This is an optimization exercise on Yosys and OpenROAD, whose aim is small area, a short achievable clock period and few clock cycles per item, not a production implementation. RTL that was checked went through simulation tests only; none was proved equivalent to the original. Power figures rest on the tool's default switching activity, not on a simulated workload.

==> inputs of branch harbor <==
Design matvecmult, start of the top module:
module matvecmult(
    CLK,
    RST,
    vector_x,
    vector_b,
    vector_y,
    Q,
    A,
    finish
);
make LEC_CHECK=0 CAP_MARGIN=20 CORE_MARGIN=2 CORE_UTILIZATION=40 SLEW_MARGIN=20 finish   # period 10.0 ns
run.sh (not shown) runs the stock make flow with config.mk's settings and CLKGATE_MAP_FILE= SYNTH_SCRIPT=/design/flow/synth_recipe.tcl, a recipe that flattens the netlist after the stock synthesis.
==> branch amber: changes against branch harbor <==
==> flow/flow/run.sh (new file) <==
#!/bin/bash
set -euo pipefail
export BUFFER_PORTS_ARGS="-buffer_cell sky130_fd_sc_hd__buf_1"
bash standard.sh > standard_make.log 2>&1
==> flow/standard.sh (new file) <==
#!/bin/bash
# synth_recipe.tcl (not shown) runs the flow's synth.tcl, then flattens the netlist and writes it again
# the make line also repeats each setting of config.mk as NAME=value (left out here)
make -C /OpenROAD-flow-scripts/flow DESIGN_CONFIG=/design/flow/config.mk WORK_HOME=/design/flow/orfs CLKGATE_MAP_FILE= SYNTH_SCRIPT=/design/flow/synth_recipe.tcl "${@:-finish}"
Settings changed: ABC_CLOCK_PERIOD_IN_PS set to 3000.
removed: flow/run.sh
==> comparison table <==
Initial antenna violation count: branch harbor 6; branch amber 12
Vias per std cell: branch harbor 4.790; branch amber 4.773
Global routing met3 resource utilization: branch harbor 3.759%; branch amber 5.007%
Met3 wire length: branch harbor 3.100 mm; branch amber 3.783 mm
Pin count of the biggest net entering global routing: branch harbor 54; branch amber 32
Power per unit of standard cell area: branch harbor 443.7 mW/mm^2; branch amber 486.7 mW/mm^2
Worst Setup Slack, final: branch harbor 5165 ps; branch amber 5379 ps
Status: branch harbor complete, no violations; branch amber complete, no violations
Sequential power: branch harbor 3.15 mW; branch amber 3.09 mW
Worst flop-to-flop path endpoint: branch harbor y_r[10][7]; branch amber y_r[13][7]
Share of total power in combinational logic: branch harbor 61.9%; branch amber 60.6%
Clock net power: branch harbor 0.907 mW; branch amber 0.954 mW
Power, Total: branch harbor 10.66 mW; branch amber 10.25 mW
Synth-to-layout area growth: branch harbor 35.89%; branch amber 19.09%
GR met1 Demand/Resource: branch harbor 33.02%; branch amber 30.89%
Endpoint arrival time on the critical path: branch harbor 5270 ps; branch amber 4970 ps
Launching instance or port of the critical path: branch harbor vector_x[96]; branch amber cut[32]
Post-route cell area: branch harbor 0.02403 sq mm; branch amber 0.02106 sq mm
Buffer and inverter count on the worst path: branch harbor 1; branch amber 3
Number of clock-tree buffers in the layout: branch harbor 33; branch amber 25
Net Sw Power: branch harbor 4.678 mW; branch amber 4.611 mW
Worst Max-Slew Pin Slew: branch harbor 1062 ps; branch amber 983.0 ps
Startpoint kind of the worst setup timing path: branch harbor input pin; branch amber flip-flop
Testbench counts of branch harbor, summed over its fixed seeds: cycles 43,200, items 2,400.
Testbench counts of branch amber, summed over its fixed seeds: cycles 43,200, items 2,400.

---

==> inputs of v13 <==
Another version of the RTL of matvecmult (not shown whole).
==> flow/config.mk <==
export PLATFORM = sky130hd
export DESIGN_NAME = matvecmult
export DESIGN_NICKNAME = matvecmult
export VERILOG_FILES = /design/flow/design.v
export SDC_FILE = /design/flow/constraint.sdc
export NUM_CORES = 4
export LEC_CHECK = 0
export CAP_MARGIN = 20
export CORE_MARGIN = 2
export CORE_UTILIZATION = 40
export SLEW_MARGIN = 20
export SYNTH_HIERARCHICAL = 1
export SYNTH_MINIMUM_KEEP_SIZE = 0
==> flow/constraint.sdc <==
create_clock -name core_clock -period 10.0 [get_ports {CLK}]
set_input_delay 2.0000 -clock core_clock [delete_from_list [all_inputs] [get_ports {CLK}]]
set_output_delay 2.0000 -clock core_clock [all_outputs]
set_load 0.01 [all_outputs]
standard.sh (not shown) runs the stock make flow with config.mk's settings and CLKGATE_MAP_FILE= SYNTH_SCRIPT=/design/flow/synth_recipe.tcl, a recipe that flattens the netlist after the stock synthesis.
==> flow/flow/run.sh <==
#!/bin/bash
set -euo pipefail
export BUFFER_PORTS_ARGS="-buffer_cell sky130_fd_sc_hd__buf_1"
bash standard.sh > standard_make.log 2>&1
==> inputs of v7, as changes to v13 <==
--- a/flow/design.v
+++ b/flow/design.v
@@ -21,42 +21,45 @@
 reg  [2:1] val;          
 reg  [2:1] done;         
 reg        fin;
 reg  [7:0] y_r [0:15];
 reg  [7:0] bsel;
 integer    i;
 reg        skip;                        
-wire [3:0] a_w;
-mv_or2 ua0 (.a(cnt[0]), .b(skip), .y(a_w[0]));
-assign a_w[3:1] = cnt[3:1];
+reg  [3:0] ar;                          
+wire [3:0] a_w = {cnt[3:1], cnt[0] ^ skip} | {4{cnt[4]}};
+wire [3:0] a_o;
+mv_or2 ua0 (.a(ar[0]), .b(skip), .y(a_o[0]));
+assign a_o[3:1] = ar[3:1];
 wire       fetched = cnt[4];            
-assign A = a_w;
+assign A = a_o;
 assign finish = fin;
 always @(posedge CLK) begin
     rs   <= RST;
     skip <= RST & ~rs;
-    val  <= {val, RST ? ~rs : ~fetched};
+    val  <= {val, ~RST & ~fetched & (a_w != 4'd0)};
 end
 always @(posedge CLK or posedge RST) begin
     if (RST) begin
         cnt  <= 5'd0;
+        ar   <= 4'd0;
         done <= {2{1'b0}};
         fin  <= 1'b0;
     end else begin
-        if (!fetched)
+        if (!fetched) begin
             cnt <= cnt + (skip ? 5'd2 : 5'd1);
+            if (ar != 4'd15)
+                ar <= {ar[3:1] + {2'b0, ar[0]}, ~ar[0]} + {3'b0, skip};
+        end
         done <= {done, fetched};
         fin  <= done[1];
     end
 end
-always @(posedge CLK) begin
-    for (i = 0; i < 16; i = i + 1)
-        if (a_w == i)
-            bsel <= vector_b[8*i +: 8];
-end
+always @(posedge CLK)
+    bsel <= vector_b[8*a_w +: 8];
 wire p1;
 wire p2;
 wire p3;
 wire p4;
 wire p5;
 wire p6;
 wire p7;
@@ -2213,28 +2216,30 @@
 always @(posedge CLK)
     cut1 <= {s1036, s1035, s1034, s1033, s1032, s1031, c881, c879, c877, c875, s1030, s1029, s1028, s1027, s1026, s1025, c873, c871, c869, c867, c865, c863, s880, s878, s876, s874, s872, s870, s868, s866, s864, s862, c753, c751, c749, s860, s858, c747, c745, c743, c741, c739, c737, s752, s750, s748, s746, s744, s742, s740, c649, c647, s738, s736, c645, c643, c641, c639, c637, s734, s732, s648, s646, s644, s642, s640, s638, c567, c565, s636, c563, c561, c559, s634, s566, s564, s562, s560, s558, c507, c505, s506, s504, c471, s502, s500, s470};
 reg b0_1;
 always @(posedge CLK)
     b0_1 <= bsel[0];
 wire [6:0] sum = ~{s1162, s1123, s1089, s1063, s1047, s1039, k1_0};
 always @(posedge CLK) begin
-    if (val[2]) begin
+    if (val[2])
         for (i = 0; i < 15; i = i + 1)
             y_r[i] <= y_r[i + 1];
-        y_r[15] <= {sum, b0_1};
-    end
+    y_r[15] <= {sum, b0_1};
 end
 genvar g;
 generate for (g = 0; g < 16; g = g + 1) begin : gy
     assign vector_y[8*g +: 8] = y_r[g];
 end endgenerate
 endmodule
 module mv_fa(input a, input b, input c, output s, output co);
 assign s  = a ^ b ^ c;
 assign co = (a & b) | (a & c) | (b & c);
 endmodule
+module mv_add7(input [6:0] a, input [6:0] b, output [6:0] s);
+assign s = ~a + ~b;
+endmodule
 module mv_or2(input a, input b, output y);
 assign y = a | b;
 endmodule
 module mv_xnor2(input a, input b, output s);
 assign s = ~(a ^ b);
 endmodule
==> flow/flow/run.sh (replaced) <==
#!/bin/bash
set -euo pipefail
export PRE_GLOBAL_PLACE_TCL="$PWD/flow/buffer_ports.tcl"
bash standard.sh > standard_make.log 2>&1
==> flow/flow/buffer_ports.tcl (new file) <==
# Port buffers: buf_2 on the inputs (they fan out to several gates), buf_1 on
# the outputs.  Replaces the single buffer_ports call of global_place.tcl.
rename buffer_ports my_orig_buffer_ports
proc buffer_ports {args} {
  my_orig_buffer_ports -inputs -buffer_cell sky130_fd_sc_hd__buf_2
  my_orig_buffer_ports -outputs -buffer_cell sky130_fd_sc_hd__buf_1
}
Settings changed: CORE_UTILIZATION 40 to 62, PLACE_DENSITY set to 0.75.
==> inputs of v8, as changes to v13 <==
--- a/flow/design.v
+++ b/flow/design.v
@@ -21,42 +21,45 @@
 reg  [2:1] val;          
 reg  [2:1] done;         
 reg        fin;
 reg  [7:0] y_r [0:15];
 reg  [7:0] bsel;
 integer    i;
 reg        skip;                        
-wire [3:0] a_w;
-mv_or2 ua0 (.a(cnt[0]), .b(skip), .y(a_w[0]));
-assign a_w[3:1] = cnt[3:1];
+reg  [3:0] ar;                          
+wire [3:0] a_w = {cnt[3:1], cnt[0] ^ skip} | {4{cnt[4]}};
+wire [3:0] a_o;
+mv_or2 ua0 (.a(ar[0]), .b(skip), .y(a_o[0]));
+assign a_o[3:1] = ar[3:1];
 wire       fetched = cnt[4];            
-assign A = a_w;
+assign A = a_o;
 assign finish = fin;
 always @(posedge CLK) begin
     rs   <= RST;
     skip <= RST & ~rs;
-    val  <= {val, RST ? ~rs : ~fetched};
+    val  <= {val, ~RST & ~fetched & (a_w != 4'd0)};
 end
 always @(posedge CLK or posedge RST) begin
     if (RST) begin
         cnt  <= 5'd0;
+        ar   <= 4'd0;
         done <= {2{1'b0}};
         fin  <= 1'b0;
     end else begin
-        if (!fetched)
+        if (!fetched) begin
             cnt <= cnt + (skip ? 5'd2 : 5'd1);
+            if (ar != 4'd15)
+                ar <= {ar[3:1] + {2'b0, ar[0]}, ~ar[0]} + {3'b0, skip};
+        end
         done <= {done, fetched};
         fin  <= done[1];
     end
 end
-always @(posedge CLK) begin
-    for (i = 0; i < 16; i = i + 1)
-        if (a_w == i)
-            bsel <= vector_b[8*i +: 8];
-end
+always @(posedge CLK)
+    bsel <= vector_b[8*a_w +: 8];
 wire p1;
 wire p2;
 wire p3;
 wire p4;
 wire p5;
 wire p6;
 wire p7;
@@ -2213,28 +2216,30 @@
 always @(posedge CLK)
     cut1 <= {s1036, s1035, s1034, s1033, s1032, s1031, c881, c879, c877, c875, s1030, s1029, s1028, s1027, s1026, s1025, c873, c871, c869, c867, c865, c863, s880, s878, s876, s874, s872, s870, s868, s866, s864, s862, c753, c751, c749, s860, s858, c747, c745, c743, c741, c739, c737, s752, s750, s748, s746, s744, s742, s740, c649, c647, s738, s736, c645, c643, c641, c639, c637, s734, s732, s648, s646, s644, s642, s640, s638, c567, c565, s636, c563, c561, c559, s634, s566, s564, s562, s560, s558, c507, c505, s506, s504, c471, s502, s500, s470};
 reg b0_1;
 always @(posedge CLK)
     b0_1 <= bsel[0];
 wire [6:0] sum = ~{s1162, s1123, s1089, s1063, s1047, s1039, k1_0};
 always @(posedge CLK) begin
-    if (val[2]) begin
+    if (val[2])
         for (i = 0; i < 15; i = i + 1)
             y_r[i] <= y_r[i + 1];
-        y_r[15] <= {sum, b0_1};
-    end
+    y_r[15] <= {sum, b0_1};
 end
 genvar g;
 generate for (g = 0; g < 16; g = g + 1) begin : gy
     assign vector_y[8*g +: 8] = y_r[g];
 end endgenerate
 endmodule
 module mv_fa(input a, input b, input c, output s, output co);
 assign s  = a ^ b ^ c;
 assign co = (a & b) | (a & c) | (b & c);
 endmodule
+module mv_add7(input [6:0] a, input [6:0] b, output [6:0] s);
+assign s = ~a + ~b;
+endmodule
 module mv_or2(input a, input b, output y);
 assign y = a | b;
 endmodule
 module mv_xnor2(input a, input b, output s);
 assign s = ~(a ^ b);
 endmodule
==> flow/flow/run.sh (replaced) <==
#!/bin/bash
set -euo pipefail
export PRE_GLOBAL_PLACE_TCL="$PWD/flow/buffer_ports.tcl"
bash standard.sh > standard_make.log 2>&1
==> flow/flow/buffer_ports.tcl (new file) <==
# Port buffers: buf_2 on the inputs that feed the partial products (Q and
# vector_x fan out to several gates), buf_1 on the other inputs and on the
# outputs.  Replaces the single buffer_ports call of global_place.tcl.
rename buffer_ports my_orig_buffer_ports
proc buffer_ports {args} {
  my_orig_buffer_ports -inputs -buffer_cell sky130_fd_sc_hd__buf_2
  my_orig_buffer_ports -outputs -buffer_cell sky130_fd_sc_hd__buf_1
  set small [get_lib_cells sky130_fd_sc_hd__buf_1]
  set n 0
  foreach port [get_ports {vector_b* RST}] {
    foreach pin [get_pins -of_objects [get_nets -of_objects $port]] {
      set inst [get_cells -of_objects $pin]
      if {[get_property [get_property $inst liberty_cell] name] eq "sky130_fd_sc_hd__buf_2"} {
        replace_cell $inst $small
        incr n
      }
    }
  }
  puts "buffer_ports.tcl: $n input buffers set to buf_1"
}
==> inputs of v2, as changes to v13 <==
--- a/flow/design.v
+++ b/flow/design.v
@@ -21,42 +21,45 @@
 reg  [2:1] val;          
 reg  [2:1] done;         
 reg        fin;
 reg  [7:0] y_r [0:15];
 reg  [7:0] bsel;
 integer    i;
 reg        skip;                        
-wire [3:0] a_w;
-mv_or2 ua0 (.a(cnt[0]), .b(skip), .y(a_w[0]));
-assign a_w[3:1] = cnt[3:1];
+reg  [3:0] ar;                          
+wire [3:0] a_w = {cnt[3:1], cnt[0] ^ skip} | {4{cnt[4]}};
+wire [3:0] a_o;
+mv_or2 ua0 (.a(ar[0]), .b(skip), .y(a_o[0]));
+assign a_o[3:1] = ar[3:1];
 wire       fetched = cnt[4];            
-assign A = a_w;
+assign A = a_o;
 assign finish = fin;
 always @(posedge CLK) begin
     rs   <= RST;
     skip <= RST & ~rs;
-    val  <= {val, RST ? ~rs : ~fetched};
+    val  <= {val, ~RST & ~fetched & (a_w != 4'd0)};
 end
 always @(posedge CLK or posedge RST) begin
     if (RST) begin
         cnt  <= 5'd0;
+        ar   <= 4'd0;
         done <= {2{1'b0}};
         fin  <= 1'b0;
     end else begin
-        if (!fetched)
+        if (!fetched) begin
             cnt <= cnt + (skip ? 5'd2 : 5'd1);
+            if (ar != 4'd15)
+                ar <= {ar[3:1] + {2'b0, ar[0]}, ~ar[0]} + {3'b0, skip};
+        end
         done <= {done, fetched};
         fin  <= done[1];
     end
 end
-always @(posedge CLK) begin
-    for (i = 0; i < 16; i = i + 1)
-        if (a_w == i)
-            bsel <= vector_b[8*i +: 8];
-end
+always @(posedge CLK)
+    bsel <= vector_b[8*a_w +: 8];
 wire p1;
 wire p2;
 wire p3;
 wire p4;
 wire p5;
 wire p6;
 wire p7;
@@ -2213,28 +2216,30 @@
 always @(posedge CLK)
     cut1 <= {s1036, s1035, s1034, s1033, s1032, s1031, c881, c879, c877, c875, s1030, s1029, s1028, s1027, s1026, s1025, c873, c871, c869, c867, c865, c863, s880, s878, s876, s874, s872, s870, s868, s866, s864, s862, c753, c751, c749, s860, s858, c747, c745, c743, c741, c739, c737, s752, s750, s748, s746, s744, s742, s740, c649, c647, s738, s736, c645, c643, c641, c639, c637, s734, s732, s648, s646, s644, s642, s640, s638, c567, c565, s636, c563, c561, c559, s634, s566, s564, s562, s560, s558, c507, c505, s506, s504, c471, s502, s500, s470};
 reg b0_1;
 always @(posedge CLK)
     b0_1 <= bsel[0];
 wire [6:0] sum = ~{s1162, s1123, s1089, s1063, s1047, s1039, k1_0};
 always @(posedge CLK) begin
-    if (val[2]) begin
+    if (val[2])
         for (i = 0; i < 15; i = i + 1)
             y_r[i] <= y_r[i + 1];
-        y_r[15] <= {sum, b0_1};
-    end
+    y_r[15] <= {sum, b0_1};
 end
 genvar g;
 generate for (g = 0; g < 16; g = g + 1) begin : gy
     assign vector_y[8*g +: 8] = y_r[g];
 end endgenerate
 endmodule
 module mv_fa(input a, input b, input c, output s, output co);
 assign s  = a ^ b ^ c;
 assign co = (a & b) | (a & c) | (b & c);
 endmodule
+module mv_add7(input [6:0] a, input [6:0] b, output [6:0] s);
+assign s = ~a + ~b;
+endmodule
 module mv_or2(input a, input b, output y);
 assign y = a | b;
 endmodule
 module mv_xnor2(input a, input b, output s);
 assign s = ~(a ^ b);
 endmodule
==> flow/flow/run.sh (replaced) <==
#!/bin/bash
set -euo pipefail
export PRE_GLOBAL_PLACE_TCL="$PWD/flow/buffer_ports.tcl"
bash standard.sh > standard_make.log 2>&1
==> flow/flow/buffer_ports.tcl (new file) <==
# Port buffers: buf_2 on the inputs (they fan out to several gates), buf_1 on
# the outputs.  Replaces the single buffer_ports call of global_place.tcl.
rename buffer_ports my_orig_buffer_ports
proc buffer_ports {args} {
  my_orig_buffer_ports -inputs -buffer_cell sky130_fd_sc_hd__buf_2
  my_orig_buffer_ports -outputs -buffer_cell sky130_fd_sc_hd__buf_1
}
==> impl_metrics.json <==
{
  "vias": 12200,
  "ir_drop_uv": 557,
  "p_clk_w": 0.000909,
  "largest-register": "y_r",
  "cts_root_buffer": "clkbuf_16",
  "grt_max_degree": 78,
  "synthMuxAreaShare": 0.0270,
  "hold_depth": 0,
  "cts-buffers-inserted": 24,
  "clkCellAreaFrac": 0.0410,
  "biggestCellCategory": "multi-input combinational cells",
  "p_sw_w": 0.00293,
  "outcome": "complete, no violations",
  "ys_ff_latch": 239,
  "whs_ns": 0.325
}
(the above is from v7)
==> impl_metrics.json <==
{
  "biggestCellCategory": "multi-input combinational cells",
  "vias": 11800,
  "outcome": "complete, no violations",
  "cts-buffers-inserted": 25,
  "clkCellAreaFrac": 0.0393,
  "p_sw_w": 0.00289,
  "ir_drop_uv": 913,
  "grt_max_degree": 78,
  "cts_root_buffer": "clkbuf_16",
  "hold_depth": 0,
  "synthMuxAreaShare": 0.0270,
  "ys_ff_latch": 239,
  "p_clk_w": 0.000885,
  "largest-register": "y_r"
}
(the above is from v2)
==> impl_metrics.json <==
{
  "outcome": "stopped before the end",
  "failing_step": "global placement",
  "firstError": "[ERROR STA-0100] unsupported object type Port.",
  "num_rows": 73,
  "synthMuxAreaShare": 0.0270,
  "synth_area_um2": 16200,
  "netlist_instances": 1367,
  "ys_ff_latch": 239,
  "io-pin-count": 519,
  "die_x_um": 205,
  "dieHeight_um": 205
}
(the above is from v8)
==> impl_metrics.json <==
{
  "cts_root_buffer": "clkbuf_16",
  "clkCellAreaFrac": 0.0423,
  "whs_ns": 0.332,
  "vias": 12200,
  "biggestCellCategory": "multi-input combinational cells",
  "outcome": "complete, no violations",
  "grt_max_degree": 90,
  "largest-register": "y_r",
  "ys_ff_latch": 235,
  "ir_drop_uv": 908,
  "hold_depth": 0
}
(the above is from v13)
Testbench counts of v7, summed over its fixed seeds: cycles 43,200, items 2,400.
Testbench counts of v8, summed over its fixed seeds: cycles 43,200, items 2,400.
Testbench counts of v2, summed over its fixed seeds: cycles 43,200, items 2,400.
Function not checked in v13: the RTL went through the layout flow alone.

separate check: timing with driven ports:
No port has a modelled driver above. Below, the same layouts with a new extraction and two added sets of constraints. Step 1, drivers: a clkbuf_16 drives CLK and a buf_2 each remaining input, both assumed. Step 2 adds t to the input delays and takes it off the output delays; t is the mean of the earliest and latest rising clock arrival at the registers after step 1. Input paths then give back, and output paths get back, about the clock's delay inside the block. Slacks: ideal / step 1 / step 2; pairs: ideal / step 1.
run | shift t [ns] | slack for setup (ns) | hold WS [ns] | worst setup path after step 2 | clock arrival spread, ns
branch harbor | 0.560 | 5.165 / 5.166 / 4.605 | 0.345 / 0.345 / 0.345 | input to register | 0.011 / 0.011
branch amber | 0.591 | 5.379 / 5.379 / 5.087 | 0.356 / 0.356 / 0.356 | input to register | 0.014 / 0.015
v13 | 0.569 | 6.130 / 6.158 / 5.589 | 0.332 / 0.332 / 0.332 | input to register | 0.024 / 0.023
v7 | 0.571 | 6.386 / 6.414 / 5.843 | 0.325 / 0.325 / 0.325 | input to register | 0.018 / 0.017
v2 | 0.569 | 6.400 / 6.427 / 5.858 | 0.331 / 0.331 / 0.331 | input to register | 0.020 / 0.019
After both steps every run listed still meets setup and hold. For branch harbor, which loses most, drivers alone change the setup slack by +0.001 ns; drivers and shift together by -0.560 ns.
